What follows belongs to an exercise in optimizing a design on an open flow for small area and a short achievable clock period; a production flow would make more cautious choices.
At most, simulation tests tie the RTL to the original design; equivalence was not proved.
Function not checked in runs 7 and 8: the RTL went through the layout flow alone.
Power figures rest on the tool's default switching activity, not on a simulated workload.

==> flow/design.v (outline; a module is shown in full before it is edited, if it fits) <==
// module ex_alu: 1018 lines
// module cx_nand2: 1 lines
// module cx_nor2: 1 lines
// module cx_xor2: 1 lines
// module cx_xnor2: 1 lines
// module cx_inv: 1 lines
// module cx_a21oi: 1 lines
// module cx_o21ai: 1 lines
// module cx_a22oi: 1 lines
// module cx_a222oi: 2 lines
// module cx_mx2i: 1 lines
// module cx_a21boi: 1 lines
// module cx_o21bai: 1 lines
// module cx_nand3: 1 lines
// module cx_nand4: 1 lines
// module cx_nor3: 1 lines
// module cx_and3: 1 lines
// module CPU: 187 lines
// module id_decode: 68 lines
// module br_taken: 6 lines
// module cpu_eq32: 5 lines
// module next_pc: 15 lines
// module cpu_mux2: 5 lines
// module rf_rdbit_n: 17 lines
// module rf_dec: 23 lines
// module cpu_adder32: 169 lines
module CPU(reset, clk, imem_addr, imem_data, mem_addr, mem_wdata, mem_rdata, mem_read, mem_write);
  // ...
==> flow/flow/run.sh <==
#!/bin/bash
# Layout: the standard ORFS flow (standard.sh), with
#  - timing repair aimed below the clock period (repair_timing runs until the setup
#    slack reaches SETUP_SLACK_MARGIN),
#  - plain buffers on the ports instead of the delay cells buffer_ports picks,
#  - clock tree synthesis without dummy loads, with larger leaf clusters and only the
#    largest clock buffer, which needs fewer buffers in all.
# ORFS writes each step's full log under orfs/logs; make's own output goes to flow.log.
set -euo pipefail
bash standard.sh \
    SETUP_SLACK_MARGIN=6.5 \
    "BUFFER_PORTS_ARGS=-buffer_cell sky130_fd_sc_hd__buf_2" \
    "CTS_ARGS=-sink_clustering_enable -repair_clock_nets -dont_use_dummy_load -buf_list sky130_fd_sc_hd__clkbuf_16 -sink_clustering_size 20 -sink_clustering_max_diameter 100" \
    finish > flow.log 2>&1
==> flow/standard.sh <==
#!/bin/bash
# synth_recipe.tcl (not shown) runs the flow's synth.tcl, then flattens the netlist and writes it again
# the make line also repeats each setting of config.mk as NAME=value (left out here)
make -C /OpenROAD-flow-scripts/flow DESIGN_CONFIG=/design/flow/config.mk WORK_HOME=/design/flow/orfs CLKGATE_MAP_FILE= SYNTH_SCRIPT=/design/flow/synth_recipe.tcl "${@:-finish}"
==> flow/config.mk <==
export PLATFORM = sky130hd
export DESIGN_NAME = CPU
export DESIGN_NICKNAME = CPU
export VERILOG_FILES = /design/flow/design.v
export SDC_FILE = /design/flow/constraint.sdc
export NUM_CORES = 8
export LEC_CHECK = 0
export CAP_MARGIN = 20
export CORE_MARGIN = 2
export CORE_UTILIZATION = 40
export PLACE_DENSITY = 0.72
export SLEW_MARGIN = 20
export SYNTH_HIERARCHICAL = 1
==> flow/constraint.sdc <==
create_clock -name core_clock -period 10.0 [get_ports {clk}]
set_input_delay 2.0000 -clock core_clock [delete_from_list [all_inputs] [get_ports {clk}]]
set_output_delay 2.0000 -clock core_clock [all_outputs]
set_load 0.01 [all_outputs]
==> notes.md, run 1 <==
status finished clean; logic gate share of total power 0.250; busiest grt layer met2; dominant kind of cell flip-flops and latches; CP Capture Type register; max-cap violations 0; CP arrival 4210 ps; non-filler cells, final 7436; Multi-input gate area 26900 um^2; critical path endpoint rf1n_id[13]; Antenna Cells 6; most frequent cells in the layout 992 x edfxtp_1, 673 x a222oi_1, 343 x mux2i_1, 330 x nand2_1, 277 x dfxtp_1; H-tree levels 3; Top Consumer registers; CTS Buf Count 81; dpl ws 5410 ps; core area 165000 um^2; Clk. pwr 0.00331 W; Core Rows 149; Vias/cell 7.03; metal3 WL 40200 um; Buf/Inv on CP 3; yosys warns 9; DRC Markers 0; clk_skew 80.3 ps; fraction of area in registers 0.532
==> inputs of run 2 (changes only) <==
--- a/flow/flow/run.sh
+++ b/flow/flow/run.sh
@@ -8,7 +8,7 @@
 # ORFS writes each step's full log under orfs/logs; make's own output goes to flow.log.
 set -euo pipefail
 bash standard.sh \
-    SETUP_SLACK_MARGIN=6.5 \
+    SETUP_SLACK_MARGIN=6.7 \
     "BUFFER_PORTS_ARGS=-buffer_cell sky130_fd_sc_hd__buf_2" \
     "CTS_ARGS=-sink_clustering_enable -repair_clock_nets -dont_use_dummy_load -buf_list sky130_fd_sc_hd__clkbuf_16 -sink_clustering_size 20 -sink_clustering_max_diameter 100" \
     finish > flow.log 2>&1
--- a/flow/config.mk
+++ b/flow/config.mk
@@ -8,6 +8,5 @@
 export CAP_MARGIN = 20
 export CORE_MARGIN = 2
 export CORE_UTILIZATION = 40
-export PLACE_DENSITY = 0.72
 export SLEW_MARGIN = 20
 export SYNTH_HIERARCHICAL = 1
==> run 2 against run 1 <==
Worst setup slack improved by 150 ps. Clock skew is 40 ps higher. Sequential power shrank 2%. Non-clock buffer count up 162. Cell count increased by 2.5%. Via count up 4.9%. Critical path depth down 1. Core utilization rose by 2.1 points. Cell area grew 4.6%. Die area unchanged. First-iteration DRC count up 17%. Sequential cell count did not move.
==> notes.md, run 2 <==
FMAX 0.290 GHz; RSZ-0062 raised after global routing true; max-cap violations 0 (unchanged); final net count 5530; R2R cell count 11; Area Growth Syn to Fin 16.1%; share of layout cells above drive strength 1 0.229; hold depth 0; CTS sink cnt 1423; commonest non-fill, non-tap cell in the layout edfxtp_1; Core Rows 149 (unchanged); number of global-route vias before repair 51600; via count 54900; CP Capture Type register; Top reg by flops rf; internal reg-to-reg setup slack 6760 ps; cells after synthesis 4981; maximum vdd drop 0.000187 V; initial antenna violation count 7; number of flip-flops under the largest register name 992; Vias/cell 7.20 (+2.4%); setup violators final 0; chip height 411 um; total negative slack 0 ps; crit path setup slack, layout 6550 ps; Req. time, crit path 10660 ps; GR Overflow Total 0; clock latency on the worst-skew pair 770 ps; H-tree levels 3 (unchanged); Post-Syn Area 66200 um^2; clk_skew 120 ps (+40.1 ps); met2 wire len 124000 um; Starting Density 0.402; Final Cycle Share 0.345; dpl ws 5430 ps (+19.2 ps); wire per inst 39.1 um; Post-Syn Area per Cell 13.3 um^2; Hold EP link_mem; Detailed Place HPWL 171000 um; Slew headroom 0.213; Buffers on Ports 163; Clock Tree Buf Depth 3; Final Critical Period 3450 ps; Final Hold Vio Count 0; status finished clean; CP arrival 4110 ps (-100 ps); CTS clk-pin slew, worst paths 80 ps; core area 165000 um^2 (unchanged); metal3 WL 46500 um (+16%); CTS Buf Count 83 (+2.5%); RD Place Congestion 0.970; CTS tree yes; iteration-0 DRC count of the detailed router 14100; largest net degree at the start of global routing 98; pwr/cell area 210 nW/um^2; post-route ant nets 0; Max Transition Viols Final 0; wire length on met1 103000 um; critical-path maximum fanout 16; Highest Signal Layer met5; leakage 26.6 nW; Total Die Area 169000 um^2; final WL 298000 um; r2r startpoint fwdB_ex; Hold Path Origin link_ex; Die Wd 411 um; critical path class input pin to register; Least-Margin Pin Slew 1180 ps; DRT Pass-1 Iters 17; Crit Reg-Reg Endpoint outZ_mem[20]; first-pass GRT wire length 400000 um; most frequent cells in the layout 992 x edfxtp_1, 673 x a222oi_1, 327 x nand2_1, 313 x mux2i_1, 270 x dfxtp_1; yosys warns 9 (unchanged); DRC Markers 0 (unchanged); GRT Total Usage 0.335; I/O pin cnt 164; clk root buf clkbuf_16; Startpoint Class input pin; Worst Hold Class register to register
## run 2: report_power, final
part	total [W]	internal [W]	switching (W)
combinational	0.00472	0.00154	0.00318
clock	0.00339	0.00147	0.00192
sequential	0.00807	0.00746	0.000609
## run 2: what timing repair did
action	in CTS	in global routing
setup endpoints to repair	202	139
gates cloned	16	9
pin swaps	19	35
buffers inserted	145	42
hold buffers	0	0
gates resized for setup	326	159
## run 2: area by class of cell
cell class / instances / area, um^2
sequential: 1423 / 39200
multi-input combinational: 3312 / 27900
timing repair buffer: 492 / 4490
fill: 14400 / 87700
clock buffer: 83 / 2080
antenna: 8 / 20.0
inverter: 114 / 458
tap: 2189 / 2740
## run 2: how the worst max path moves through the flow
stage                   from      endpoint  slack [ps]  cells after the start
2_1_floorplan  imem_data[30]       link_id        6370                      7
3_3_place_gp   imem_data[16]    rf2n_id[0]        5250                      7
3_5_place_dp   imem_data[16]   rf2n_id[20]        5430                      7
4_1_cts        imem_data[24]   rf1n_id[16]        6620                     10
5_1_grt              fwdB_ex  outZ_mem[31]        6600                     13
6_report       imem_data[17]   rf2n_id[16]        6550                      7
## run 2: per-layer routing
layer,up-vias,track usage
li1,21500,-
met1,27200,0.403
met2,4906,0.489
met3,1246,0.148
met4,10,0.212
met5,-,0.00791
## run 2: worst max-delay path, cell delays in order
cell and delay [ps]:
buf_4 220, nor2_4 140, and3_4 260, buf_12 180, a222oi_1 880, nand4_1 240, nor3_2 140
## run 2: per-stage QoR
stage | instances | utilization | hold slack [ps] | total power (W) | instance area (um^2)
after detailed placement | 7318 | 0.429 | 319 | 0.0121 | 70600
final | 7621 | 0.467 | 330 | 0.0162 | 76900
after CTS | 7562 | 0.458 | 329 | 0.0158 | 75400
after global placement | 7318 | 0.429 | 314 | 0.0120 | 70600
after global routing | 7613 | 0.467 | 337 | 0.0166 | 76900
after floorplan | 4983 | - | 310 | 0.0102 | 66300
==> inputs of run 3 (changes only) <==
--- a/flow/flow/run.sh
+++ b/flow/flow/run.sh
@@ -8,7 +8,7 @@
 # ORFS writes each step's full log under orfs/logs; make's own output goes to flow.log.
 set -euo pipefail
 bash standard.sh \
-    SETUP_SLACK_MARGIN=6.7 \
+    SETUP_SLACK_MARGIN=6.5 \
     "BUFFER_PORTS_ARGS=-buffer_cell sky130_fd_sc_hd__buf_2" \
     "CTS_ARGS=-sink_clustering_enable -repair_clock_nets -dont_use_dummy_load -buf_list sky130_fd_sc_hd__clkbuf_16 -sink_clustering_size 20 -sink_clustering_max_diameter 100" \
     finish > flow.log 2>&1
==> run 3 against run 2 <==
Hold slack about the same. Via count decreased by 5.8%. Combinational power down 14%. First-iteration DRC count is 18% lower. Largest cell class unchanged.
==> notes.md, run 3 <==
status finished clean; Inst Count DP 7348 (+0.41%); CTS clk-pin slew, worst paths 80 ps (about the same); Post-Syn Area per Cell 13.3 um^2 (unchanged); first-pass GRT wire length 372000 um (-7.1%); Startpoint Class input pin; most frequent cells in the layout 992 x edfxtp_1, 673 x a222oi_1, 348 x mux2i_1, 329 x nand2_1, 280 x dfxtp_1; Final Cycle Share 0.352 (+0.00730); initial antenna violation count 12 (+5); fill count 14800 (+2.5%); commonest non-fill, non-tap cell in the layout edfxtp_1; Area Growth Syn to Fin 11.7%; crit path setup slack, layout 6480 ps (-73.0 ps); maximum vdd drop 0.000140 V (-25%); final WL 270000 um (-9.6%); non-filler cells, final 7461 (-2.1%); CTS Buf Count 82 (-1.2%); Least-Margin Pin Slew 1170 ps (-12.6 ps); clk_skew 99.8 ps (-20.6 ps); Slew headroom 0.220 (+0.00751); number of flip-flops under the largest register name 992 (unchanged); Total Die Area 169000 um^2 (unchanged); I/O pin cnt 164 (unchanged); core area 165000 um^2 (unchanged); yosys warns 9 (unchanged); leakage 25.6 nW (-3.7%); Final Critical Period 3520 ps (+73.0 ps); clock latency on the worst-skew pair 750 ps (-20 ps); GRT Total Usage 0.307 (-0.0279); DRC Markers 0 (unchanged); Core Rows 149 (unchanged); via count 51700 (-5.8%); Die Wd 411 um (unchanged); Detailed Place HPWL 170000 um (-0.69%); iteration-0 DRC count of the detailed router 11500 (-18%); CTS sink cnt 1423 (unchanged); cells after synthesis 4981 (unchanged); RSZ-0062 raised after global routing true; register area 39100 um^2 (-0.19%); setup violators final 0 (unchanged); dpl ws 5310 ps (-119 ps); Final Hold Vio Count 0 (unchanged); chip height 411 um (unchanged); RD Place Congestion 0.972 (+0.22%); internal reg-to-reg setup slack 6550 ps (-210 ps); Util after Layout 0.449 (-0.0179); GR Overflow Total 0 (unchanged); total negative slack 0 ps (unchanged); CP arrival 4150 ps (+40 ps); critical path class input pin to register; Post-Syn Area 66200 um^2 (unchanged); pwr/cell area 212 nW/um^2 (+0.50%); FMAX 0.284 GHz (-2.1%); wire per inst 36.1 um (-7.6%); Clock Tree Buf Depth 3 (unchanged); CTS tree yes; number of global-route vias before repair 48600 (-5.8%); Multi-input gate area 26900 um^2 (-3.5%); final net count 5375 (-2.8%); Vias/cell 6.93 (-3.8%); clk root buf clkbuf_16; DRT Pass-1 Iters 17 (unchanged); Starting Density 0.402 (unchanged); CP Capture Type register; Worst Hold Class register to register; post-route ant nets 0 (unchanged); largest net degree at the start of global routing 98 (unchanged); Hold WS 329 ps (-0.413 ps); share of layout cells above drive strength 1 0.180 (-0.0489); max-cap violations 0 (unchanged); critical-path maximum fanout 32 (+16); Buffers on Ports 163 (unchanged); Max Transition Viols Final 0 (unchanged); H-tree levels 3 (unchanged); Req. time, crit path 10620 ps (-40 ps); Top reg by flops rf
-- run 3: cell count changes in the layout (fill, tap and decap cells not counted), moves of 14 or more --
cell,delta
mux2i_2,-14
buf_4,-94
dfxtp_4,-18
buf_12,-62
and3_4,-59
xor2_1,+15
and3_1,+61
xor2_2,-14
mux2i_1,+35
and3_2,-21
mux2i_4,-21
buf_2,+20
-- run 3: where the power goes --
group | total (W) | leakage, nW | switching (W) | internal, W
logic | 0.00404 | 11.5 | 0.00270 | 0.00133
registers | 0.00824 | 13.1 | 0.000795 | 0.00745
clock network | 0.00336 | 1.01 | 0.00191 | 0.00146
-- run 3: worst paths after layout --
check                               from          end  cells after the start
max                        imem_data[20]  rf2n_id[16]                      8
min                              link_ex     link_mem                      0
max reg2reg                      hit1_id       PC[16]                     10
min reg2reg                      link_ex     link_mem                      0
max in group asynchronous          reset      hit2_id                      2
min in group asynchronous          reset       ir[13]                      1
-- run 3: worst max-delay path: stages --
cell,delay (ps)
buf_2,240
inv_1,180
nor3_2,330
and3_1,200
buf_4,540
a222oi_1,260
nand4_1,260
nor3_2,90
-- run 3: layout make-up --
cell class                      count  area share
Multi-Input combinational cell   3292       0.364
Clock buffer                       82      0.0277
Timing Repair Buffer              358      0.0361
Sequential cell                  1423       0.529
Tap cell                         2189      0.0370
Antenna cell                        3    0.000101
Inverter                          114     0.00579
-- run 3: layer usage --
metal,GRT usage,vias to the layer above,wire length [um]
met5,0,-,175
met4,0.158,22,16400
met3,0.111,789,38900
met2,0.459,4204,117000
met1,0.391,25500,97600
li1,-,21200,-
-- run 3: what timing repair did --
| action | CTS | global route |
|---|---|---|
| setup endpoints to repair | 147 | 145 |
| gates cloned | 2 | 1 |
| hold buffers | 0 | 0 |
| gates resized for setup | 129 | 93 |
| pin swaps | 2 | 2 |
| setup buffers | 7 | 14 |
-- run 3: per-stage QoR --
step | power [W] | area [um^2]
2_1_floorplan | 0.0102 | 66200
3_3_place_gp | 0.0120 | 70700
3_5_place_dp | 0.0121 | 70700
4_1_cts | 0.0154 | 73300
5_1_grt | 0.0161 | 74000
6_report | 0.0156 | 74000
==> inputs of run 4 (changes only) <==
--- a/flow/config.mk
+++ b/flow/config.mk
@@ -7,6 +7,6 @@
 export LEC_CHECK = 0
 export CAP_MARGIN = 20
 export CORE_MARGIN = 2
-export CORE_UTILIZATION = 40
+export CORE_UTILIZATION = 50
 export SLEW_MARGIN = 20
 export SYNTH_HIERARCHICAL = 1
==> run 4 against run 3 <==
First-iteration DRC count rose by 23%. Via count rose by 3.6%. Core utilization is 11 points higher. Sequential power is 2% lower. Synthesized area did not move. Sequential share of layout area barely moved. Clock power barely moved.
==> notes.md, run 4 <==
largest net degree at the start of global routing 98 (unchanged); Crit Reg-Reg Endpoint d2x_ex[14]; Core Rows 133 (-11%); CP Depth 8 (unchanged); setup violators final 0 (unchanged); I/O pin cnt 164 (unchanged); Clock Tree Buf Depth 3 (unchanged); Total Die Area 135000 um^2 (-20%); critical path endpoint rf2n_id[1]; fill count 10800 (-27%); Util after Layout 0.562 (+0.113); Buf/Inv on CP 3 (unchanged); number of global-route vias before repair 50000 (+2.9%); Req. time, crit path 10560 ps (-60 ps); wire length on met1 99400 um (+1.8%); Sw Share 0.348 (+0.00289); Detailed Place HPWL 176000 um (+3.3%); Final Critical Period 3590 ps (+67.8 ps); Post-Syn Area 66200 um^2 (unchanged); post-route ant nets 0 (unchanged); R2R cell count 5 (-5); iteration-0 DRC count of the detailed router 14200 (+23%); metal3 WL 43300 um (+11%); CTS tree yes; CP arrival 4150 ps (about the same); leakage 25.7 nW (+0.34%); register area 39100 um^2 (about the same); cells after synthesis 4981 (unchanged); Vias/cell 7.59 (+9.6%); clk root buf clkbuf_16; Seq pwr share 0.513 (-0.014); Buffers on Ports 163 (unchanged); final WL 282000 um (+4.5%); internal reg-to-reg setup slack 6610 ps (+60 ps); r2r startpoint wv_mem; Clock Power Share 0.215 (about the same); slowest cell on the critical path and3_4; pwr/cell area 213 nW/um^2 (+0.72%); max-cap violations 0 (unchanged); core area 131000 um^2 (-20%); total negative slack 0 ps (unchanged); Pint 0.0103 W (+0.23%); FMAX 0.278 GHz (-1.9%); CP Capture Type register; logic gate share of total power 0.272 (+0.014); Switch Pwr 0.00549 W (+1.5%); CP peak stage delay 490 ps (-50 ps); Post-Syn Area per Cell 13.3 um^2 (unchanged); GR Overflow Total 0 (unchanged); critical-path maximum fanout 19 (-41%); wire per inst 40.0 um (+11%); critical path class input pin to register; CTS sink cnt 1423 (unchanged); commonest non-fill, non-tap cell in the layout edfxtp_1; via count 53600 (+3.6%); GRT Total Usage 0.402 (+0.0944); Worst Hold Class register to register; Final Hold Vio Count 0 (unchanged); most frequent cells in the layout 992 x edfxtp_1, 673 x a222oi_1, 339 x mux2i_1, 327 x nand2_1, 295 x dfxtp_1; Slew headroom 0.193 (-0.0276); status finished clean; number of flip-flops under the largest register name 992 (unchanged); Starting Density 0.504 (+0.101); Top reg by flops rf; Final Cycle Share 0.359 (+0.00678); RSZ-0062 raised after global routing true; final net count 5398 (+0.43%); clock latency on the worst-skew pair 750 ps (about the same); Least-Margin Pin Slew 1210 ps (+41.4 ps); met2 wire len 119000 um (+2.0%); first-pass GRT wire length 386000 um (+3.7%); Highest Signal Layer met5; initial antenna violation count 12 (unchanged); worst setup path start imem_data[18]; Max Transition Viols Final 0 (unchanged); Multi-input gate area 27200 um^2 (+0.78%); share of layout cells above drive strength 1 0.190 (+0.00980); H-tree levels 3 (unchanged); hold buffer count at CTS 0 (unchanged); Startpoint Class input pin; Die Wd 368 um (-10%); maximum vdd drop 0.000142 V (+1.4%); DRT Pass-1 Iters 17 (unchanged); CTS Buf Count 83 (+1.2%); cells along the critical path buf_2 -> inv_1 -> nor3_2 -> and3_4 -> buf_6 -> a222oi_1 -> nand4_1 -> nor3_2; DRC Markers 0 (unchanged); CTS clk-pin slew, worst paths 80 ps (about the same); clk_skew 84.0 ps (-15.7 ps); yosys warns 9 (unchanged); Area Growth Syn to Fin 11.6% (about the same); Top delay family on crit path simple AND/OR/NAND/NOR gates; most frequent CP cell nor3_2; RD Place Congestion 1.01 (+4.3%); chip height 368 um (-10%)
==> run 4: worst min-delay path by stage <==
stage	startpoint	end	slack, ps	cells after the start
3_3_place_gp	link_ex	link_mem	310	0
6_report	link_ex	link_mem	330	0
4_1_cts	link_ex	link_mem	330	0
3_5_place_dp	link_ex	link_mem	310	0
2_1_floorplan	link_ex	link_mem	310	0
5_1_grt	link_ex	link_mem	350	0
==> run 4: metrics by stage <==
stage	total power, W	worst slack [ps]	hold WS, ps	cells	instance area [um^2]
5_1_grt	0.0162	6450	346	7048	73900
3_5_place_dp	0.0121	5190	315	6917	70200
2_1_floorplan	0.0102	6370	310	4983	66200
4_1_cts	0.0155	6470	330	7012	73100
6_report	0.0158	6410	329	7053	73900
3_3_place_gp	0.0121	5110	310	6916	70200
==> run 4: cell type report <==
| cell class | count | area share |
|---|---|---|
| antenna | 6 | 0.000203 |
| sequential | 1423 | 0.529 |
| tap | 1755 | 0.0297 |
| multi-input combinational | 3292 | 0.367 |
| clock buffer | 83 | 0.0281 |
| inverter | 114 | 0.00579 |
| timing repair buffer | 380 | 0.0399 |
==> run 4: power by group through the flow <==
stage	combinational, W	clock [W]	sequential [W]
finish	0.00429	0.00338	0.00808
global route	0.00449	0.00359	0.00811
CTS	0.00409	0.00340	0.00803
detailed placement	0.00402	0	0.00812
global placement	0.00397	0	0.00812
floorplan	0.00229	0	0.00794
==> run 4: what timing repair did <==
action                                 4_1_cts  5_1_grt
setup buffers                               12       33
endpoints found under the hold margin        0        0
setup endpoints to repair                  170      143
gates cloned                                 0        1
resized for setup                          221      122
pin swaps                                    5       13
==> run 4: layer usage <==
layer,up-vias,global-route usage
met4,16,0.224
met3,1099,0.148
met1,26300,0.513
met5,-,0.00214
li1,21200,-
met2,4940,0.590
==> inputs of run 5 (changes only) <==
==> flow/config.mk (replaced) <==
export PLATFORM = sky130hd
export DESIGN_NAME = CPU
export DESIGN_NICKNAME = CPU
export VERILOG_FILES = /design/flow/design.v
export SDC_FILE = /design/flow/constraint.sdc
export NUM_CORES = 8
export LEC_CHECK = 0
export CAP_MARGIN = 5
export CORE_MARGIN = 2
export CORE_UTILIZATION = 40
export SLEW_MARGIN = 5
export SYNTH_HIERARCHICAL = 1
==> run 5 against run 4 <==
Now fails the layout checks on antenna rules. Sequential share of layout area increased by 0.069 points. Combinational power down 7.0%. Die area increased by 25%. Non-clock buffer count down 32. Fmax rose by 1.7%. Critical path depth did not move. Power down 0.94%. Global-route usage decreased by 9.4 points. Synthesized cell count is the same. Worst setup slack better by 61 ps. Clock power about the same. Core utilization decreased by 11 points.
==> notes.md, run 5 <==
maximum vdd drop 0.000140 V (-1.9%); number of global-route vias before repair 48600 (-2.8%); final WL 270000 um (-4.4%); wire per inst 36.2 um (-9.5%); CTS Buf Count 82 (-1.2%); leakage 25.6 nW (-0.53%); max-cap violations 0 (unchanged); r2r startpoint PC[4]; CTS sink cnt 1423 (unchanged); Slew headroom 0.143 (-0.0495); Top reg by flops rf; Starting Density 0.402 (-0.101); share of layout cells above drive strength 1 0.179 (-0.0110); commonest non-fill, non-tap cell in the layout edfxtp_1; clock latency on the worst-skew pair 740 ps (about the same); GRT Total Usage 0.307 (-0.0944); Detailed Place HPWL 170000 um (-3.2%); most frequent cells in the layout 992 x edfxtp_1, 673 x a222oi_1, 343 x mux2i_1, 329 x nand2_1, 279 x dfxtp_1; Final Hold Vio Count 0 (unchanged); Vias/cell 6.92 (-8.9%); DRT Pass-1 Iters 13 (-4); total negative slack 0 ps (unchanged); initial antenna violation count 15 (+3); final net count 5365 (-0.61%); CTS clk-pin slew, worst paths 80 ps (about the same); pwr/cell area 211 nW/um^2 (-0.91%); worst setup path start imem_data[20]; Pwr Total 0.0156 W (-0.94%); Least-Margin Pin Slew 1270 ps (+63.8 ps); FMAX 0.283 GHz (+1.7%); Worst Hold Class register to register; crit path setup slack, layout 6470 ps (+61.4 ps); Req. time, crit path 10550 ps (about the same); CTS tree yes; dpl ws 5350 ps (+159 ps); critical path class input pin to register; cells after synthesis 4981 (unchanged); clk_skew 83.1 ps (-0.903 ps); first-pass GRT wire length 372000 um (-3.7%); core area 165000 um^2 (+25%); critical-path maximum fanout 32 (+13); clk root buf clkbuf_16; number of flip-flops under the largest register name 992 (unchanged); status finished with violations; Hold WS 333 ps (+3.42 ps); yosys warns 9 (unchanged); fill count 14700 (+37%); Core Rows 149 (+12%); SO Faults antenna rules; Hold Path Origin link_ex; via count 51600 (-3.7%); Crit Reg-Reg Endpoint PC[15]; CP arrival 4080 ps (-70 ps); Util after Layout 0.449 (-0.113); Startpoint Class input pin; chip height 411 um (+12%); Buffers on Ports 163 (unchanged); RD Place Congestion 0.972 (-4.1%); largest net degree at the start of global routing 98 (unchanged); I/O pin cnt 164 (unchanged); Total Die Area 169000 um^2 (+25%); DRC Markers 0 (unchanged); Die Wd 411 um (+12%); internal reg-to-reg setup slack 6550 ps (-60 ps); Final Cycle Share 0.353 (-0.00614); critical path endpoint rf2n_id[4]; Area Growth Syn to Fin 11.6% (about the same); R2R cell count 6 (+1); Max Transition Viols Final 0 (unchanged); CP Capture Type register; Post-Syn Area per Cell 13.3 um^2 (unchanged); hold buffer count at CTS 0 (unchanged); H-tree levels 3 (unchanged); Clock Tree Buf Depth 3 (unchanged); post-route ant nets 1 (+1); RSZ-0062 raised after global routing true; iteration-0 DRC count of the detailed router 11600 (-18%); Final Critical Period 3530 ps (-61.4 ps); GR Overflow Total 0 (unchanged); Post-Syn Area 66200 um^2 (unchanged); setup violators final 0 (unchanged)
run 5: cell count changes in the layout (fill, tap and decap cells not counted), moves of 10 or more:
| cell | delta |
|---|---|
| buf_8 | -15 |
| dfxtp_1 | -16 |
| and3_4 | -42 |
| buf_6 | -10 |
| mux2i_2 | -12 |
| and3_1 | +44 |
run 5: critical path, cell delays in order:
cell      delay [ps]
buf_2            260
inv_1            180
nor3_2           330
and3_1           210
buf_4            500
a222oi_1         190
nand4_1          240
nor3_2            80
run 5: repair_timing:
item | CTS | global route
buffers inserted | 4 | 10
setup endpoints to repair | 147 | 135
cloned | 3 | 0
pin swaps | 2 | 2
gates resized for setup | 145 | 110
run 5: power breakdown:
part,total [W],leakage [nW],internal [W],switching [W]
sequential,0.00826,13.1,0.00746,0.000799
clock,0.00335,1.01,0.00146,0.00189
combinational,0.00399,11.5,0.00130,0.00270
run 5: area by class of cell:
class                   instances  area [um^2]  share of cell area
diodes                          7         17.5            0.000237
multi-input cells            3292        27000               0.365
inverters                     114          428             0.00579
clock buffers                  82         2050              0.0278
flip-flops and latches       1423        39100               0.530
well taps                    2189         2740              0.0371
repair buffers                348         2560              0.0347
run 5: metrics by stage:
step                      instances  area [um^2]
after floorplan                4983        66200
after global placement         7348        70700
after detailed placement       7349        70700
after CTS                      7438        73300
after global routing           7448        73900
final                          7455        73900
run 5: how the worst min path moves through the flow:
stage / end / slack (ps) / cells after the start
6_report: link_mem / 330 / 0
5_1_grt: link_mem / 330 / 0
4_1_cts: link_mem / 330 / 0
3_5_place_dp: link_mem / 320 / 0
3_3_place_gp: link_mem / 310 / 0
2_1_floorplan: link_mem / 310 / 0
run 5: routing by layer:
metal	GRT usage	vias up	wire length [um]
li1	-	21200	-
met3	0.107	832	39100
met4	0.170	18	17600
met5	0	-	115
met2	0.454	4192	115000
met1	0.394	25400	97800
==> inputs of run 6 (changes only) <==
--- a/flow/flow/run.sh
+++ b/flow/flow/run.sh
@@ -10,5 +10,5 @@
 bash standard.sh \
     SETUP_SLACK_MARGIN=6.5 \
     "BUFFER_PORTS_ARGS=-buffer_cell sky130_fd_sc_hd__buf_2" \
-    "CTS_ARGS=-sink_clustering_enable -repair_clock_nets -dont_use_dummy_load -buf_list sky130_fd_sc_hd__clkbuf_16 -sink_clustering_size 20 -sink_clustering_max_diameter 100" \
+    "CTS_ARGS=-sink_clustering_enable -repair_clock_nets -dont_use_dummy_load -buf_list sky130_fd_sc_hd__clkbuf_16 -sink_clustering_size 26 -sink_clustering_max_diameter 110" \
     finish > flow.log 2>&1
--- a/flow/config.mk
+++ b/flow/config.mk
@@ -5,8 +5,8 @@
 export SDC_FILE = /design/flow/constraint.sdc
 export NUM_CORES = 8
 export LEC_CHECK = 0
-export CAP_MARGIN = 5
+export CAP_MARGIN = 20
 export CORE_MARGIN = 2
 export CORE_UTILIZATION = 40
-export SLEW_MARGIN = 5
+export SLEW_MARGIN = 20
 export SYNTH_HIERARCHICAL = 1
==> run 6 against run 5 <==
Now clean on timing, DRC and antenna. Synthesized area is the same. Cell area shrank 0.41%. Hold slack is essentially flat. Global-route usage is essentially flat. Combinational power is essentially flat.
==> notes.md, run 6 <==
wire length on met1 96300 um (-1.5%); H-tree levels 3 (unchanged); Slew headroom 0.209 (+0.0658); RD Place Congestion 0.972 (unchanged); Detailed Place HPWL 170000 um (about the same); Worst Hold Class register to register; metal3 WL 39900 um (+2.1%); number of global-route vias before repair 48400 (-0.36%); Final Critical Period 3560 ps (+31.7 ps); Post-Syn Area per Cell 13.3 um^2 (unchanged); clk_skew 96.7 ps (+13.6 ps); Total Die Area 169000 um^2 (unchanged); met2 wire len 116000 um (+0.84%); maximum vdd drop 0.000139 V (-0.18%); FMAX 0.281 GHz (-0.89%); Req. time, crit path 10610 ps (+60 ps); Finished Cell Area 73600 um^2 (-0.41%); number of flip-flops under the largest register name 992 (unchanged); Starting Density 0.402 (unchanged); commonest non-fill, non-tap cell in the layout edfxtp_1; crit path setup slack, layout 6440 ps (-31.7 ps); DRC Markers 0 (unchanged); Top reg by flops rf; hold buffer count at CTS 0 (unchanged); total negative slack 0 ps (unchanged); Seq pwr share 0.539 (+0.010); post-route ant nets 0 (-1); largest net degree at the start of global routing 98 (unchanged); Hold Path Origin link_ex; Vias/cell 6.92 (about the same); Final Hold Vio Count 0 (unchanged); status finished clean; Highest Signal Layer met5; RSZ-0062 raised after global routing false; DRT Pass-1 Iters 14 (+1); most frequent cells in the layout 992 x edfxtp_1, 673 x a222oi_1, 350 x mux2i_1, 329 x nand2_1, 279 x dfxtp_1; Clock Tree Buf Depth 3 (unchanged); CTS clk-pin slew, worst paths 100 ps (+20 ps); chip height 411 um (unchanged); dpl ws 5310 ps (-35.0 ps); Clock Power Share 0.199 (-0.016); Max Transition Viols Final 0 (unchanged); CTS tree yes; yosys warns 9 (unchanged); final net count 5354 (-0.21%); logic gate share of total power 0.262 (+0.006); pwr/cell area 208 nW/um^2 (-1.3%); share of layout cells above drive strength 1 0.178 (-0.00153); wire per inst 36.2 um (about the same); clk root buf clkbuf_16; Die Wd 411 um (unchanged); Pint 0.00999 W (-2.2%); r2r startpoint hit1_id; max-cap violations 0 (unchanged); setup violators final 0 (unchanged); critical path class input pin to register; Sw Share 0.348 (+0.00306); core area 165000 um^2 (unchanged); first-pass GRT wire length 371000 um (-0.17%); Area Growth Syn to Fin 11.1%; GRT Total Usage 0.307 (about the same); final WL 269000 um (about the same); Post-Syn Area 66200 um^2 (unchanged); Core Rows 149 (unchanged); Buffers on Ports 163 (unchanged); CTS Buf Count 67 (-18%); critical-path maximum fanout 32 (unchanged); CTS sink cnt 1423 (unchanged); CP Capture Type register; clock latency on the worst-skew pair 740 ps (about the same); GR Overflow Total 0 (unchanged); leakage 25.4 nW (-0.68%); CP arrival 4170 ps (+90 ps); initial antenna violation count 17 (+2); placed cell areas 70700 um^2 (about the same); Hold WS 332 ps (-0.435 ps); Util after Layout 0.447 (-0.00185); Switch Pwr 0.00534 W (-0.85%); Startpoint Class input pin; cells after synthesis 4981 (unchanged); I/O pin cnt 164 (unchanged); worst setup path start imem_data[20]; iteration-0 DRC count of the detailed router 11500 (-0.41%); via count 51500 (-0.11%); Least-Margin Pin Slew 1190 ps (-88.3 ps); Final Cycle Share 0.356 (+0.00317)
-- run 6: power groups by stage --
stage | registers [W] | clock network (W) | logic (W)
final | 0.00826 | 0.00305 | 0.00402
after global routing | 0.00829 | 0.00325 | 0.00425
after CTS | 0.00821 | 0.00307 | 0.00383
after detailed placement | 0.00829 | 0 | 0.00377
after global placement | 0.00828 | 0 | 0.00372
after floorplan | 0.00794 | 0 | 0.00229
-- run 6: per-stage QoR --
stage / cells / power, W
2_1_floorplan: 4983 / 0.0102
3_3_place_gp: 7348 / 0.0120
3_5_place_dp: 7348 / 0.0121
4_1_cts: 7426 / 0.0151
5_1_grt: 7439 / 0.0158
6_report: 7449 / 0.0153
-- run 6: area by class of cell --
cell class	count	area, um^2
clock buffers	67	1680
flip-flops and latches	1423	39100
repair buffers	352	2620
inverters	114	428
multi-input cells	3292	27000
well taps	2189	2740
diodes	12	30.0
fillers	14800	91000
-- run 6: path summary, 6_finish.rpt --
kind | to | slack (ps) | cells after the start
setup / recovery | rf2n_id[16] | 6440 | 8
hold / removal | link_mem | 330 | 0
setup reg to reg | PC[16] | 6540 | 10
hold reg to reg | link_mem | 330 | 0
max in group asynchronous | hit2_id | 7350 | 2
min in group asynchronous | ir[13] | 1290 | 1
-- run 6: timing repair --
item	4_1_cts	5_1_grt
setup endpoints to repair	144	139
pin swaps	2	4
endpoints found under the hold margin	0	0
buffers inserted	8	8
cloned	3	0
resized for setup	137	95
-- run 6: worst max-delay path, cell delays in order --
cell      delay [ps]
buf_2            250
inv_1            180
nor3_2           340
and3_1           210
buf_4            550
a222oi_1         260
nand4_1          250
nor3_2            90
-- run 6: layer usage --
metal / vias to the layer above / global-route usage
li1: 21200 / -
met1: 25500 / 0.388
met2: 4132 / 0.457
met3: 784 / 0.115
met4: 18 / 0.163
met5: - / 0
==> module rf_dec, before the edit <==
module rf_dec(n, valid, sel);
input [4:0] n;
input [31:1] valid;
output [30:0] sel;
wire [4:0] nn;
wire [7:0] hi;
wire [3:0] lo;
genvar k;
generate
    for (k = 0; k < 5; k = k + 1) begin : iv
        cx_inv u (.a(n[k]), .y(nn[k]));
    end
    for (k = 0; k < 8; k = k + 1) begin : h
        cx_nor3 u (.a(k & 4 ? nn[4] : n[4]), .b(k & 2 ? nn[3] : n[3]), .c(k & 1 ? nn[2] : n[2]), .y(hi[k]));
    end
    for (k = 0; k < 4; k = k + 1) begin : l
        cx_nor2 u (.a(k & 2 ? nn[1] : n[1]), .b(k & 1 ? nn[0] : n[0]), .y(lo[k]));
    end
    for (k = 1; k < 32; k = k + 1) begin : s
        cx_and3 u (.a(valid[k]), .b(hi[k/4]), .c(lo[k%4]), .y(sel[k-1]));
    end
endgenerate
endmodule
==> inputs of run 7 (changes only) <==
--- a/flow/design.v
+++ b/flow/design.v
@@ -1341,21 +1341,23 @@
 input [31:1] valid;
 output [30:0] sel;
 wire [4:0] nn;
-wire [7:0] hi;
-wire [3:0] lo;
+wire [7:0] hin;
+wire [3:0] lon;
+wire [31:1] vn;
 genvar k;
 generate
     for (k = 0; k < 5; k = k + 1) begin : iv
         cx_inv u (.a(n[k]), .y(nn[k]));
     end
     for (k = 0; k < 8; k = k + 1) begin : h
-        cx_nor3 u (.a(k & 4 ? nn[4] : n[4]), .b(k & 2 ? nn[3] : n[3]), .c(k & 1 ? nn[2] : n[2]), .y(hi[k]));
+        cx_nand3 u (.a(k & 4 ? n[4] : nn[4]), .b(k & 2 ? n[3] : nn[3]), .c(k & 1 ? n[2] : nn[2]), .y(hin[k]));
     end
     for (k = 0; k < 4; k = k + 1) begin : l
-        cx_nor2 u (.a(k & 2 ? nn[1] : n[1]), .b(k & 1 ? nn[0] : n[0]), .y(lo[k]));
+        cx_nand2 u (.a(k & 2 ? n[1] : nn[1]), .b(k & 1 ? n[0] : nn[0]), .y(lon[k]));
     end
     for (k = 1; k < 32; k = k + 1) begin : s
-        cx_and3 u (.a(valid[k]), .b(hi[k/4]), .c(lo[k%4]), .y(sel[k-1]));
+        cx_inv v (.a(valid[k]), .y(vn[k]));
+        cx_nor3 u (.a(vn[k]), .b(hin[k/4]), .c(lon[k%4]), .y(sel[k-1]));
     end
 endgenerate
 endmodule
--- a/flow/flow/run.sh
+++ b/flow/flow/run.sh
@@ -10,5 +10,5 @@
 bash standard.sh \
     SETUP_SLACK_MARGIN=6.5 \
     "BUFFER_PORTS_ARGS=-buffer_cell sky130_fd_sc_hd__buf_2" \
-    "CTS_ARGS=-sink_clustering_enable -repair_clock_nets -dont_use_dummy_load -buf_list sky130_fd_sc_hd__clkbuf_16 -sink_clustering_size 26 -sink_clustering_max_diameter 110" \
+    "CTS_ARGS=-sink_clustering_enable -repair_clock_nets -dont_use_dummy_load -buf_list sky130_fd_sc_hd__clkbuf_16 -sink_clustering_size 20 -sink_clustering_max_diameter 100" \
     finish > flow.log 2>&1
==> run 7 against run 6 <==
Hold slack better by 3.3 ps. Worst setup slack got worse by 51 ps. Cell count grew 1.0%. Die area up 0.58%. Critical path type unchanged. Largest power group unchanged. Highest routed layer unchanged.
==> notes.md, run 7 <==
iteration-0 DRC count of the detailed router 11600 (+0.21%); largest net degree at the start of global routing 98 (unchanged); Area Growth Syn to Fin 12.4%; share of layout cells above drive strength 1 0.191 (+0.0134); DRT Pass-1 Iters 13 (-1); Clock Tree Buf Depth 3 (unchanged); Seq pwr share 0.524 (-0.015); met2 wire len 118000 um (+1.5%); final net count 5435 (+1.5%); Top reg by flops rf; dpl ws 5420 ps (+112 ps); Max Transition Viols Final 0 (unchanged); crit path setup slack, layout 6390 ps (-50.9 ps); metal3 WL 35400 um (-11%); via count 51800 (+0.60%); final WL 268000 um (-0.43%); Total Die Area 170000 um^2 (+0.58%); Switch Pwr 0.00547 W (+2.3%); core area 165000 um^2 (+0.34%); maximum vdd drop 0.000120 V (-14%); Sw Share 0.348 (about the same); Core Rows 149 (unchanged); wire length on met1 97800 um (+1.5%); register area 39100 um^2 (about the same); CP Capture Type register; first-pass GRT wire length 372000 um (+0.28%); Detailed Place HPWL 168000 um (-1.1%); clock latency on the worst-skew pair 750 ps (about the same); critical path class input pin to register; Buffers on Ports 163 (unchanged); number of flip-flops under the largest register name 992 (unchanged); Die Wd 412 um (+0.29%); Final Critical Period 3610 ps (+50.9 ps); Starting Density 0.403 (+0.000971); status finished clean; leakage 26.0 nW (+2.3%); Multi-input gate area 27600 um^2 (+2.5%); clk root buf clkbuf_16; yosys warns 9 (unchanged); CTS clk-pin slew, worst paths 80 ps (-20 ps); CTS sink cnt 1423 (unchanged); Least-Margin Pin Slew 1200 ps (+13.5 ps); chip height 412 um (+0.29%); Final Hold Vio Count 0 (unchanged); Post-Syn Area 66600 um^2 (+0.58%); clk_skew 122 ps (+25.2 ps); CTS tree yes; Final Cycle Share 0.361 (+0.00509); Highest Signal Layer met5; Vias/cell 6.89 (-0.41%); Worst Hold Class register to register; CP arrival 4290 ps (+120 ps); Slew headroom 0.201 (-0.00811); pwr/cell area 210 nW/um^2 (+0.64%); Req. time, crit path 10670 ps (+60 ps); number of global-route vias before repair 49600 (+2.4%); H-tree levels 3 (unchanged); RD Place Congestion 0.971 (-0.12%); initial antenna violation count 7 (-10); max-cap violations 0 (unchanged); setup violators final 0 (unchanged); I/O pin cnt 164 (unchanged); commonest non-fill, non-tap cell in the layout edfxtp_1; Startpoint Class input pin; FMAX 0.277 GHz (-1.4%); Post-Syn Area per Cell 13.2 um^2 (-0.65%); cells after synthesis 5043 (+1.2%); fill count 14800 (+0.44%); GR Overflow Total 0 (unchanged); post-route ant nets 0 (unchanged); most frequent cells in the layout 992 x edfxtp_1, 673 x a222oi_1, 349 x mux2i_1, 328 x nand2_1, 277 x dfxtp_1; Pint 0.0102 W (+2.4%); GRT Total Usage 0.306 (-0.00169); Pwr Total 0.0157 W (+2.4%); DRC Markers 0 (unchanged); RSZ-0062 raised after global routing true; logic gate share of total power 0.261 (about the same); wire per inst 35.6 um (-1.4%); critical-path maximum fanout 32 (unchanged); Clock Power Share 0.214 (+0.015); total negative slack 0 ps (unchanged); CTS Buf Count 82 (+22%)
==> run 7: worst max-delay path, stage by stage <==
cell,delay (ps)
buf_2,280
inv_1,210
nand2_4,240
nor3_4,50
buf_4,330
a222oi_1,420
nand4_1,400
nor3_2,290
==> run 7: final timing paths <==
| check | end | from | cells past startpoint | slack, ps |
|---|---|---|---|---|
| max | rf1n_id[6] | imem_data[21] | 8 | 6390 |
| min | link_mem | link_ex | 0 | 340 |
| max reg2reg | PC[25] | hit2_id | 10 | 6460 |
| min reg2reg | link_mem | link_ex | 0 | 340 |
| max in group asynchronous | fwdB_ex | reset | 3 | 7630 |
| min in group asynchronous | ir[15] | reset | 1 | 1230 |
==> run 7: layout make-up <==
class / count / area share
diodes: 6 / 0.000201
multi-input cells: 3291 / 0.369
well taps: 2189 / 0.0366
inverters: 176 / 0.00912
clock buffers: 82 / 0.0274
repair buffers: 357 / 0.0352
flip-flops and latches: 1423 / 0.522
==> run 7: power by group through the flow <==
| stage | Combinational (W) | Clock [W] | Sequential, W |
|---|---|---|---|
| finish | 0.00410 | 0.00336 | 0.00823 |
| global route | 0.00434 | 0.00358 | 0.00827 |
| CTS | 0.00392 | 0.00339 | 0.00820 |
| detailed placement | 0.00386 | 0 | 0.00830 |
| global placement | 0.00381 | 0 | 0.00829 |
| floorplan | 0.00238 | 0 | 0.00795 |
==> run 7: metal layers <==
layer	global-route usage	up-vias
met5	0	-
met4	0.165	8
met3	0.0925	781
met2	0.467	3928
met1	0.388	25800
li1	-	21300
==> run 7: timing repair <==
item | 4_1_cts | 5_1_grt
setup endpoints to repair | 166 | 102
pin swaps | 6 | 36
gates resized for setup | 114 | 81
hold buffers | 0 | 0
setup buffers | 16 | 15
==> run 7: stage by stage <==
stage	hold WS, ps	cell area [um^2]	util	cells
after floorplan	310	67300	-	5045
after global placement	311	71600	0.434	7399
after detailed placement	316	71700	0.434	7400
after CTS	335	74300	0.450	7498
after global routing	342	74900	0.453	7518
final	335	74900	0.453	7524
==> module CPU, before the edit <==
module CPU(reset, clk, imem_addr, imem_data, mem_addr, mem_wdata, mem_rdata, mem_read, mem_write);
input reset, clk;
output [31:0] imem_addr;
input [31:0] imem_data;
output [31:0] mem_addr;
output [31:0] mem_wdata;
input [31:0] mem_rdata;
output mem_read;
output mem_write;
reg [31:0] PC;
reg [31:0] ir;           
reg [31:0] pc4_id;       
reg [31:0] rf1n_id, rf2n_id;  
reg        hit1_id, hit2_id;  
reg        br_id, jmp_id, jr_id, und_id, sw_id, nas1_id, as2_id, nbs_id, link_id;
reg        exh_rs, exh_rt, memh_rs, memh_rt;
reg [31:0] d1_ex;        
reg [31:0] d2x_ex;       
reg [31:0] e_ex;         
reg        fwdA_ex, fwdB_ex, fwdS_ex;
reg        mrd_ex, mwr_ex, rw_ex, mv_ex, wv_ex, link_ex;
reg [4:0]  wreg_ex;
reg        sub_ex, add_ex, slt_ex, sh_ex, k1_ex, k2_ex, k3_ex;
reg [1:0]  sop_ex;
reg [31:0] outZ_mem, d2_mem;
reg        mrd_mem, mwr_mem, mv_mem, wv_mem, link_mem;
reg [4:0]  wreg_mem;
reg [31:0] wdatan_wb;
reg [31:0] rf [1:31];
reg [31:1] rvalid;
wire ifflush;
wire [4:0] wreg;
wire [4:0] nrs = imem_data[25:21];
wire [4:0] nrt = imem_data[20:16];
wire [30:0] sel1, sel2;
wire [31:0] rf1n_if, rf2n_if;
rf_dec dc1 (.n(nrs), .valid(rvalid), .sel(sel1));
rf_dec dc2 (.n(nrt), .valid(rvalid), .sel(sel2));
genvar gj, gb;
generate
    for (gb = 0; gb < 32; gb = gb + 1) begin : rdcol
        wire [30:0] col;
        for (gj = 1; gj < 32; gj = gj + 1) begin : c
            assign col[gj-1] = rf[gj][gb];
        end
        rf_rdbit_n u1 (.s(sel1), .d(col), .yn(rf1n_if[gb]));
        rf_rdbit_n u2 (.s(sel2), .d(col), .yn(rf2n_if[gb]));
    end
endgenerate
wire hit1_if = wv_mem && (wreg_mem == nrs);
wire hit2_if = wv_mem && (wreg_mem == nrt);
wire [31:0] ir_next = ifflush ? 32'h0 : imem_data;
wire n_br, n_jmp, n_jr, n_und, n_sw, n_as1, n_as2, n_link;
id_decode pdec (.ir(ir_next), .is_branch(n_br), .is_jump(n_jmp), .is_jr(n_jr), .undef(n_und),
    .is_lw(), .is_sw(n_sw), .regwrite(), .wreg(), .mv(), .wv(), .alusrc1(n_as1), .alusrc2(n_as2),
    .link(n_link), .sub(), .add(), .slt(), .log(), .sh(), .lop(), .sop(), .lu_out());
wire [4:0] rs_next = ir_next[25:21];
wire [4:0] rt_next = ir_next[20:16];
wire [4:0] rs = ir[25:21];
wire [4:0] rt = ir[20:16];
wire is_lw, regwrite, mv, wv;
wire sub_d, add_d, slt_d, log_d, sh_d;
wire [1:0] lop_d, sop_d;
wire [31:0] lu_out;
id_decode dec (.ir(ir), .is_branch(), .is_jump(), .is_jr(), .undef(),
    .is_lw(is_lw), .is_sw(), .regwrite(regwrite), .wreg(wreg), .mv(mv), .wv(wv),
    .alusrc1(), .alusrc2(), .link(),
    .sub(sub_d), .add(add_d), .slt(slt_d), .log(log_d), .sh(sh_d), .lop(lop_d), .sop(sop_d),
    .lu_out(lu_out));
wire [31:0] rf1, rf2;
generate
    for (gb = 0; gb < 32; gb = gb + 1) begin : byp
        cx_mx2i m1 (.a0(rf1n_id[gb]), .a1(wdatan_wb[gb]), .s(hit1_id), .y(rf1[gb]));
        cx_mx2i m2 (.a0(rf2n_id[gb]), .a1(wdatan_wb[gb]), .s(hit2_id), .y(rf2[gb]));
    end
endgenerate
wire loaduse = !sw_id && mrd_ex && (exh_rs || exh_rt);
wire special = mv_ex && (br_id || jr_id) && (exh_rs || exh_rt);    
wire exflush = loaduse || special;
assign ifflush = br_id || jmp_id || jr_id || exflush;
wire fwdA_d = nas1_id && mv_ex && exh_rs;
wire fwdB_d = !as2_id && mv_ex && exh_rt;
wire fwdS_d = sw_id && mv_ex && exh_rt;
wire wbA = nas1_id && wv_mem && memh_rs;
wire wbB = !nbs_id && wv_mem && memh_rt && !(rw_ex && exh_rs);
wire [31:0] rt_val = wbB ? outZ_mem : rf2;
wire eab, ezb, eaz;
cpu_eq32 c0 (.x(rf1), .y(rf2), .e(eab));
cpu_eq32 c1 (.x(outZ_mem), .y(rf2), .e(ezb));
cpu_eq32 c2 (.x(rf1), .y(outZ_mem), .e(eaz));
wire fa = mv_mem && memh_rs;
wire fb = mv_mem && memh_rt;
wire br_ok = br_id && !und_id && !exflush;
wire [3:0] brsel = {br_ok && fa && fb, br_ok && !fa && fb, br_ok && fa && !fb, br_ok && !fa && !fb};
wire [31:0] pc_other, pc_btgt, pc4_next;
next_pc npc (.pc(PC), .ir(ir), .rf1(rf1), .undef(und_id), .exflush(exflush), .is_branch(br_id),
    .is_jump(jmp_id), .is_jr(jr_id), .pc_other(pc_other), .btgt(pc_btgt), .pc4(pc4_next));
wire [1:0] brt;
br_taken bt0 (.sel(brsel), .eab(eab), .ezb(ezb), .eaz(eaz), .t(brt[0]));
br_taken bt1 (.sel(brsel), .eab(eab), .ezb(ezb), .eaz(eaz), .t(brt[1]));
wire [31:0] PC_next;
generate
    for (gb = 0; gb < 32; gb = gb + 1) begin : pcm
        cpu_mux2 m (.a0(pc_other[gb]), .a1(pc_btgt[gb]), .s(brt[gb/16]), .y(PC_next[gb]));
    end
endgenerate
assign imem_addr = PC;
always @(negedge reset or posedge clk)
    if (!reset) PC <= 32'h0;
    else PC <= PC_next;
always @(negedge reset or posedge clk)
    if (!reset) begin
        ir <= 32'h0;
        br_id <= 1'b0; jmp_id <= 1'b0; jr_id <= 1'b0; und_id <= 1'b0; sw_id <= 1'b0;
        nas1_id <= 1'b0; as2_id <= 1'b0; nbs_id <= 1'b0; link_id <= 1'b0;
    end else begin
        ir <= ir_next;
        br_id <= n_br; jmp_id <= n_jmp; jr_id <= n_jr; und_id <= n_und; sw_id <= n_sw;
        nas1_id <= !n_as1; as2_id <= n_as2; nbs_id <= n_as2 && !n_sw; link_id <= n_link;
    end
always @(posedge clk) begin
    pc4_id <= pc4_next;
    rf1n_id <= rf1n_if;
    rf2n_id <= rf2n_if;
    exh_rs <= (wreg == rs_next);
    exh_rt <= (wreg == rt_next);
    memh_rs <= (wreg_ex == rs_next);
    memh_rt <= (wreg_ex == rt_next);
end
always @(negedge reset or posedge clk)
    if (!reset) begin
        hit1_id <= 1'b0; hit2_id <= 1'b0;
    end else begin
        hit1_id <= hit1_if; hit2_id <= hit2_if;
    end
always @(posedge clk) begin
    d1_ex <= !nas1_id ? {27'h0, ir[10:6]} : (wbA ? outZ_mem : rf1);
    d2x_ex <= (as2_id ? lu_out : rt_val) ^ {32{sub_d}};
    e_ex  <= link_id ? pc4_id : rt_val;
    wreg_ex <= wreg;
    sub_ex <= sub_d; add_ex <= add_d; slt_ex <= slt_d; sh_ex <= sh_d; sop_ex <= sop_d;
    k1_ex <= log_d && !lop_d[1];                 
    k2_ex <= log_d && (lop_d == 2'd1 || lop_d == 2'd2);   
    k3_ex <= log_d && (lop_d == 2'd3);           
    link_ex <= link_id;
end
always @(negedge reset or posedge clk)
    if (!reset) begin
        fwdA_ex <= 1'b0; fwdB_ex <= 1'b0; fwdS_ex <= 1'b0; mrd_ex <= 1'b0; mwr_ex <= 1'b0;
        rw_ex <= 1'b0; mv_ex <= 1'b0; wv_ex <= 1'b0;
    end else if (exflush) begin
        fwdA_ex <= 1'b0; fwdB_ex <= 1'b0; fwdS_ex <= 1'b0; mrd_ex <= 1'b0; mwr_ex <= 1'b0;
        rw_ex <= 1'b0; mv_ex <= 1'b0; wv_ex <= 1'b0;
    end else begin
        fwdA_ex <= fwdA_d; fwdB_ex <= fwdB_d; fwdS_ex <= fwdS_d; mrd_ex <= is_lw; mwr_ex <= sw_id;
        rw_ex <= regwrite; mv_ex <= mv; wv_ex <= wv;
    end
wire [31:0] alu_out;
ex_alu alu0 (.d1(d1_ex), .d2x(d2x_ex), .z(outZ_mem), .sub(sub_ex), .fwdA(fwdA_ex), .fwdB(fwdB_ex),
    .add(add_ex), .slt(slt_ex), .k1(k1_ex), .k2(k2_ex), .k3(k3_ex), .sh(sh_ex), .sop(sop_ex), .y(alu_out));
always @(posedge clk) begin
    outZ_mem <= alu_out;
    d2_mem <= fwdS_ex ? outZ_mem : e_ex;
    wreg_mem <= wreg_ex;
    link_mem <= link_ex;
end
always @(negedge reset or posedge clk)
    if (!reset) begin
        mrd_mem <= 1'b0; mwr_mem <= 1'b0; mv_mem <= 1'b0; wv_mem <= 1'b0;
    end else begin
        mrd_mem <= mrd_ex; mwr_mem <= mwr_ex; mv_mem <= mv_ex; wv_mem <= wv_ex;
    end
assign mem_addr = outZ_mem;
assign mem_wdata = d2_mem;
assign mem_read = mrd_mem;
assign mem_write = mwr_mem;
wire [31:0] wdata = mrd_mem ? mem_rdata : link_mem ? d2_mem : outZ_mem;
always @(posedge clk) wdatan_wb <= ~wdata;
integer i;
always @(posedge clk)
    for (i = 1; i < 32; i = i + 1)
        if (wv_mem && wreg_mem == i) rf[i] <= wdata;
always @(negedge reset or posedge clk)
    if (!reset) rvalid <= 31'h0;
    else for (i = 1; i < 32; i = i + 1)
        if (wv_mem && wreg_mem == i) rvalid[i] <= 1'b1;
endmodule
==> inputs of run 8 (changes only) <==
--- a/flow/design.v
+++ b/flow/design.v
@@ -1046,7 +1046,7 @@
 reg [31:0] ir;           
 reg [31:0] pc4_id;       
 reg [31:0] rf1n_id, rf2n_id;  
-reg        hit1_id, hit2_id;  
+reg        hit1_id, hit2_id, hit1c_id, hit2c_id;  
 reg        br_id, jmp_id, jr_id, und_id, sw_id, nas1_id, as2_id, nbs_id, link_id;
 reg        exh_rs, exh_rt, memh_rs, memh_rt;
 reg [31:0] d1_ex;        
@@ -1067,10 +1067,10 @@
 wire [4:0] wreg;
 wire [4:0] nrs = imem_data[25:21];
 wire [4:0] nrt = imem_data[20:16];
-wire [30:0] sel1, sel2;
+wire [30:0] sel1, sel2, sel1b, sel2b;
 wire [31:0] rf1n_if, rf2n_if;
-rf_dec dc1 (.n(nrs), .valid(rvalid), .sel(sel1));
-rf_dec dc2 (.n(nrt), .valid(rvalid), .sel(sel2));
+rf_dec dc1 (.n(nrs), .valid(rvalid), .sel(sel1), .sel2(sel1b));
+rf_dec dc2 (.n(nrt), .valid(rvalid), .sel(sel2), .sel2(sel2b));
 genvar gj, gb;
 generate
     for (gb = 0; gb < 32; gb = gb + 1) begin : rdcol
@@ -1078,12 +1078,15 @@
         for (gj = 1; gj < 32; gj = gj + 1) begin : c
             assign col[gj-1] = rf[gj][gb];
         end
-        rf_rdbit_n u1 (.s(sel1), .d(col), .yn(rf1n_if[gb]));
-        rf_rdbit_n u2 (.s(sel2), .d(col), .yn(rf2n_if[gb]));
+        rf_rdbit_n u1 (.s(gb < 16 ? sel1 : sel1b), .d(col), .yn(rf1n_if[gb]));
+        rf_rdbit_n u2 (.s(gb < 16 ? sel2 : sel2b), .d(col), .yn(rf2n_if[gb]));
     end
 endgenerate
-wire hit1_if = wv_mem && (wreg_mem == nrs);
-wire hit2_if = wv_mem && (wreg_mem == nrt);
+wire hit1_if, hit2_if, hit1c_if, hit2c_if;
+cpu_hit h1 (.v(wv_mem), .w(wreg_mem), .n(nrs), .hit(hit1_if));
+cpu_hit h2 (.v(wv_mem), .w(wreg_mem), .n(nrt), .hit(hit2_if));
+cpu_hit h1c (.v(wv_mem), .w(wreg_mem), .n(nrs), .hit(hit1c_if));
+cpu_hit h2c (.v(wv_mem), .w(wreg_mem), .n(nrt), .hit(hit2c_if));
 wire [31:0] ir_next = ifflush ? 32'h0 : imem_data;
 wire n_br, n_jmp, n_jr, n_und, n_sw, n_as1, n_as2, n_link;
 id_decode pdec (.ir(ir_next), .is_branch(n_br), .is_jump(n_jmp), .is_jr(n_jr), .undef(n_und),
@@ -1102,11 +1105,13 @@
     .alusrc1(), .alusrc2(), .link(),
     .sub(sub_d), .add(add_d), .slt(slt_d), .log(log_d), .sh(sh_d), .lop(lop_d), .sop(sop_d),
     .lu_out(lu_out));
-wire [31:0] rf1, rf2;
+wire [31:0] rf1, rf2, rf1c, rf2c;    
 generate
     for (gb = 0; gb < 32; gb = gb + 1) begin : byp
         cx_mx2i m1 (.a0(rf1n_id[gb]), .a1(wdatan_wb[gb]), .s(hit1_id), .y(rf1[gb]));
         cx_mx2i m2 (.a0(rf2n_id[gb]), .a1(wdatan_wb[gb]), .s(hit2_id), .y(rf2[gb]));
+        cx_mx2i m3 (.a0(rf1n_id[gb]), .a1(wdatan_wb[gb]), .s(hit1c_id), .y(rf1c[gb]));
+        cx_mx2i m4 (.a0(rf2n_id[gb]), .a1(wdatan_wb[gb]), .s(hit2c_id), .y(rf2c[gb]));
     end
 endgenerate
 wire loaduse = !sw_id && mrd_ex && (exh_rs || exh_rt);
@@ -1120,9 +1125,9 @@
 wire wbB = !nbs_id && wv_mem && memh_rt && !(rw_ex && exh_rs);
 wire [31:0] rt_val = wbB ? outZ_mem : rf2;
 wire eab, ezb, eaz;
-cpu_eq32 c0 (.x(rf1), .y(rf2), .e(eab));
-cpu_eq32 c1 (.x(outZ_mem), .y(rf2), .e(ezb));
-cpu_eq32 c2 (.x(rf1), .y(outZ_mem), .e(eaz));
+cpu_eq32 c0 (.x(rf1c), .y(rf2c), .e(eab));
+cpu_eq32 c1 (.x(outZ_mem), .y(rf2c), .e(ezb));
+cpu_eq32 c2 (.x(rf1c), .y(outZ_mem), .e(eaz));
 wire fa = mv_mem && memh_rs;
 wire fb = mv_mem && memh_rt;
 wire br_ok = br_id && !und_id && !exflush;
@@ -1164,9 +1169,9 @@
 end
 always @(negedge reset or posedge clk)
     if (!reset) begin
-        hit1_id <= 1'b0; hit2_id <= 1'b0;
+        hit1_id <= 1'b0; hit2_id <= 1'b0; hit1c_id <= 1'b0; hit2c_id <= 1'b0;
     end else begin
-        hit1_id <= hit1_if; hit2_id <= hit2_if;
+        hit1_id <= hit1_if; hit2_id <= hit2_if; hit1c_id <= hit1c_if; hit2c_id <= hit2c_if;
     end
 always @(posedge clk) begin
     d1_ex <= !nas1_id ? {27'h0, ir[10:6]} : (wbA ? outZ_mem : rf1);
@@ -1294,6 +1299,12 @@
 output t;
 assign t = (sel[0] & eab) | (sel[1] & ezb) | (sel[2] & eaz) | sel[3];
 endmodule
+module cpu_hit(v, w, n, hit);
+input v;
+input [4:0] w, n;
+output hit;
+assign hit = v && (w == n);
+endmodule
 module cpu_eq32(x, y, e);
 input [31:0] x, y;
 output e;
@@ -1336,10 +1347,10 @@
 cx_nand3 v2 (.a(g[8]), .b(g[9]), .c(g[10]), .y(h[2]));
 cx_nor3 o (.a(h[0]), .b(h[1]), .c(h[2]), .y(yn));
 endmodule
-module rf_dec(n, valid, sel);
+module rf_dec(n, valid, sel, sel2);
 input [4:0] n;
 input [31:1] valid;
-output [30:0] sel;
+output [30:0] sel, sel2;    
 wire [4:0] nn;
 wire [7:0] hin;
 wire [3:0] lon;
@@ -1358,6 +1369,7 @@
     for (k = 1; k < 32; k = k + 1) begin : s
         cx_inv v (.a(valid[k]), .y(vn[k]));
         cx_nor3 u (.a(vn[k]), .b(hin[k/4]), .c(lon[k%4]), .y(sel[k-1]));
+        cx_nor3 u2 (.a(vn[k]), .b(hin[k/4]), .c(lon[k%4]), .y(sel2[k-1]));
     end
 endgenerate
 endmodule
==> run 8 against run 7 <==
Clock skew grew 9.3 ps. Worst setup slack gained 95 ps. Via count grew 2.7%. Clock-buffer cell count grew 2. Critical path depth grew 1. Synthesized area grew 2.1%. Hold slack lost 10 ps. Critical path type is now register to register. Critical endpoint is now PC[3].
==> notes.md, run 8 <==
clk root buf clkbuf_16; critical-path maximum fanout 32 (unchanged); Detailed Place HPWL 178000 um (+5.9%); Seq pwr share 0.514 (-0.010); Die Wd 416 um (+1.0%); Least-Margin Pin Slew 1150 ps (-46.8 ps); pwr/cell area 205 nW/um^2 (-2.4%); core area 169000 um^2 (+2.4%); RD Place Congestion 0.978 (+0.69%); critical path class register to register; status finished clean; RSZ-0062 raised after global routing true; via count 53200 (+2.7%); commonest non-fill, non-tap cell in the layout edfxtp_1; clock latency on the worst-skew pair 760 ps (about the same); logic gate share of total power 0.271 (+0.010); CTS Buf Count 84 (+2.4%); number of global-route vias before repair 50200 (+1.1%); Max Transition Viols Final 0 (unchanged); share of layout cells above drive strength 1 0.205 (+0.0143); Slew headroom 0.210 (+0.00924); Area Growth Syn to Fin 14.3%; Final Hold Vio Count 0 (unchanged); Starting Density 0.402 (-0.00117); initial antenna violation count 5 (-2); Post-Syn Area 68000 um^2 (+2.1%); hold buffer count at CTS 0 (unchanged); internal reg-to-reg setup slack 6480 ps (+20 ps); Pint 0.0103 W (+0.71%); Util after Layout 0.460 (+0.00622); clk_skew 131 ps (+9.32 ps); largest net degree at the start of global routing 98 (unchanged); Req. time, crit path 10560 ps (-110 ps); CTS tree yes; Vias/cell 6.83 (-0.92%); H-tree levels 3 (unchanged); Post-Syn Area per Cell 13.1 um^2 (-0.63%); I/O pin cnt 164 (unchanged); Clock Tree Buf Depth 3 (unchanged); GRT Total Usage 0.296 (-0.00911); Final Cycle Share 0.352 (-0.00952); Buffers on Ports 163 (unchanged); first-pass GRT wire length 374000 um (+0.53%); Clock Power Share 0.215 (about the same); CTS clk-pin slew, worst paths 90 ps (about the same); CP Capture Type register; Total Die Area 173000 um^2 (+2.1%); GR Overflow Total 0 (unchanged); iteration-0 DRC count of the detailed router 11400 (-1.2%); most frequent cells in the layout 992 x edfxtp_1, 675 x a222oi_1, 426 x mux2i_1, 340 x nand2_1, 290 x dfxtp_1; CP arrival 4080 ps (-210 ps); DRC Markers 0 (unchanged); maximum vdd drop 0.000137 V (+14%); CTS sink cnt 1425 (+0.14%); cells after synthesis 5180 (+2.7%); FMAX 0.284 GHz (+2.7%); DRT Pass-1 Iters 14 (+1); Final Critical Period 3520 ps (-95.2 ps); post-route ant nets 0 (unchanged); Worst Hold Class register to register; yosys warns 9 (unchanged); Top reg by flops rf; crit path setup slack, layout 6480 ps (+95.2 ps); leakage 27.1 nW (+4.2%); Sw Share 0.352 (+0.00350); max-cap violations 0 (unchanged); wire per inst 34.3 um (-3.8%); setup violators final 0 (unchanged); total negative slack 0 ps (unchanged); number of flip-flops under the largest register name 992 (unchanged); chip height 416 um (+1.0%); Switch Pwr 0.00559 W (+2.3%); final WL 268000 um (-0.24%); Startpoint Class register; Core Rows 151 (+1.3%); final net count 5683 (+4.6%); dpl ws 4880 ps (-539 ps)
==> run 8: cell types whose count changed in the layout (fill, tap and decap cells not counted), sizes merged, moves of 5 or more <==
cell,previous run,this run
buf,355,457
clkinv,4,10
inv,166,161
mux2i,392,456
nor3,155,217
xor2,216,226
==> run 8: worst paths after layout <==
check / startpoint / cells after the start / to
setup / recovery: hit2c_id / 9 / PC[3]
hold / removal: link_ex / 0 / link_mem
setup reg to reg: hit2c_id / 9 / PC[3]
hold reg to reg: link_ex / 0 / link_mem
max in group asynchronous: reset / 2 / fwdB_ex
min in group asynchronous: reset / 1 / mwr_mem
==> run 8: final cells by class <==
class	instances	area (um^2)
diodes	4	10.0
clock buffers	84	2100
fillers	14900	91400
inverters	174	664
multi-input cells	3434	28800
flip-flops and latches	1425	39200
well taps	2218	2780
repair buffers	460	4180
==> run 8: per-stage QoR <==
step | instances | total power [W] | cell area [um^2] | hold slack [ps]
floorplan | 5182 | 0.0104 | 68000 | 310
global placement | 7568 | 0.0123 | 72900 | 317
detailed placement | 7568 | 0.0123 | 72900 | 323
CTS | 7761 | 0.0157 | 77100 | 331
global route | 7795 | 0.0164 | 77700 | 331
finish | 7799 | 0.0159 | 77700 | 326
==> run 8: power groups by stage <==
stage	Combinational, W	Clock (W)	Sequential (W)
2_1_floorplan	0.00238	0	0.00799
3_3_place_gp	0.00401	0	0.00824
3_5_place_dp	0.00406	0	0.00825
4_1_cts	0.00413	0.00345	0.00814
5_1_grt	0.00455	0.00364	0.00821
6_report	0.00431	0.00342	0.00817
==> run 8: critical path, cell delays in order, from the launching register on <==
cell	delay (ps)
dfrtp_2	360
buf_6	370
mux2i_1	690
xor2_1	160
nor4_1	290
nand4_1	140
nor2_1	430
a22oi_1	200
nand2_4	350
mux2_4	330
==> run 8: metal layers <==
metal / global-route usage / part of all wire / vias to the layer above
met4: 0.138 / 0.057 / 4
met5: 0 / 0.000093 / -
met1: 0.383 / 0.37 / 26400
met3: 0.0630 / 0.12 / 726
met2: 0.476 / 0.46 / 4040
li1: - / - / 22100
==> run 8: timing repair <==
| item | CTS | global route |
|---|---|---|
| setup buffers | 109 | 31 |
| endpoints found under the setup margin | 171 | 99 |
| pin swaps | 72 | 11 |
| resized for setup | 108 | 67 |

-- separate check: timing with driven ports --
The results above use ideal ports. As a check the final layouts listed here were re-extracted and re-timed, cells and wires unchanged. Step 1, drivers: a clkbuf_16 drives clk and a buf_2 each remaining input, both assumed. Step 2 times the ports against the registers' clock, not the clock port: input delays grow and output delays shrink by t, the midpoint of the rising clock arrivals with the driver on. a / b / c = no drivers / after step 1 / after step 2; a / b = the first two.
| run | t, ns | setup WS [ns] | hold slack, ns | worst slew at a driven data input, ns |
|---|---|---|---|---|
| run 1 | 0.772 | 6.403 / 6.306 / 5.534 | 0.330 / 0.330 / 0.330 | 0.17 |
| run 2 | 0.793 | 6.550 / 6.488 / 5.695 | 0.330 / 0.330 / 0.330 | 0.16 |
| run 3 | 0.786 | 6.477 / 6.395 / 5.608 | 0.329 / 0.329 / 0.329 | 0.16 |
| run 4 | 0.783 | 6.409 / 6.256 / 5.473 | 0.329 / 0.329 / 0.329 | 0.24 |
| run 5 | 0.780 | 6.470 / 6.392 / 5.612 | 0.333 / 0.333 / 0.333 | 0.16 |
| run 6 | 0.776 | 6.439 / 6.363 / 5.586 | 0.332 / 0.332 / 0.332 | 0.16 |
| run 7 | 0.775 | 6.388 / 6.325 / 5.549 | 0.335 / 0.335 / 0.335 | 0.17 |
| run 8 | 0.775 | 6.483 / 6.449 / 5.759 | 0.326 / 0.326 / 0.326 | 0.07 |
For run 4, which loses most, drivers alone change the setup slack by -0.153 ns; drivers and shift together by -0.936 ns.
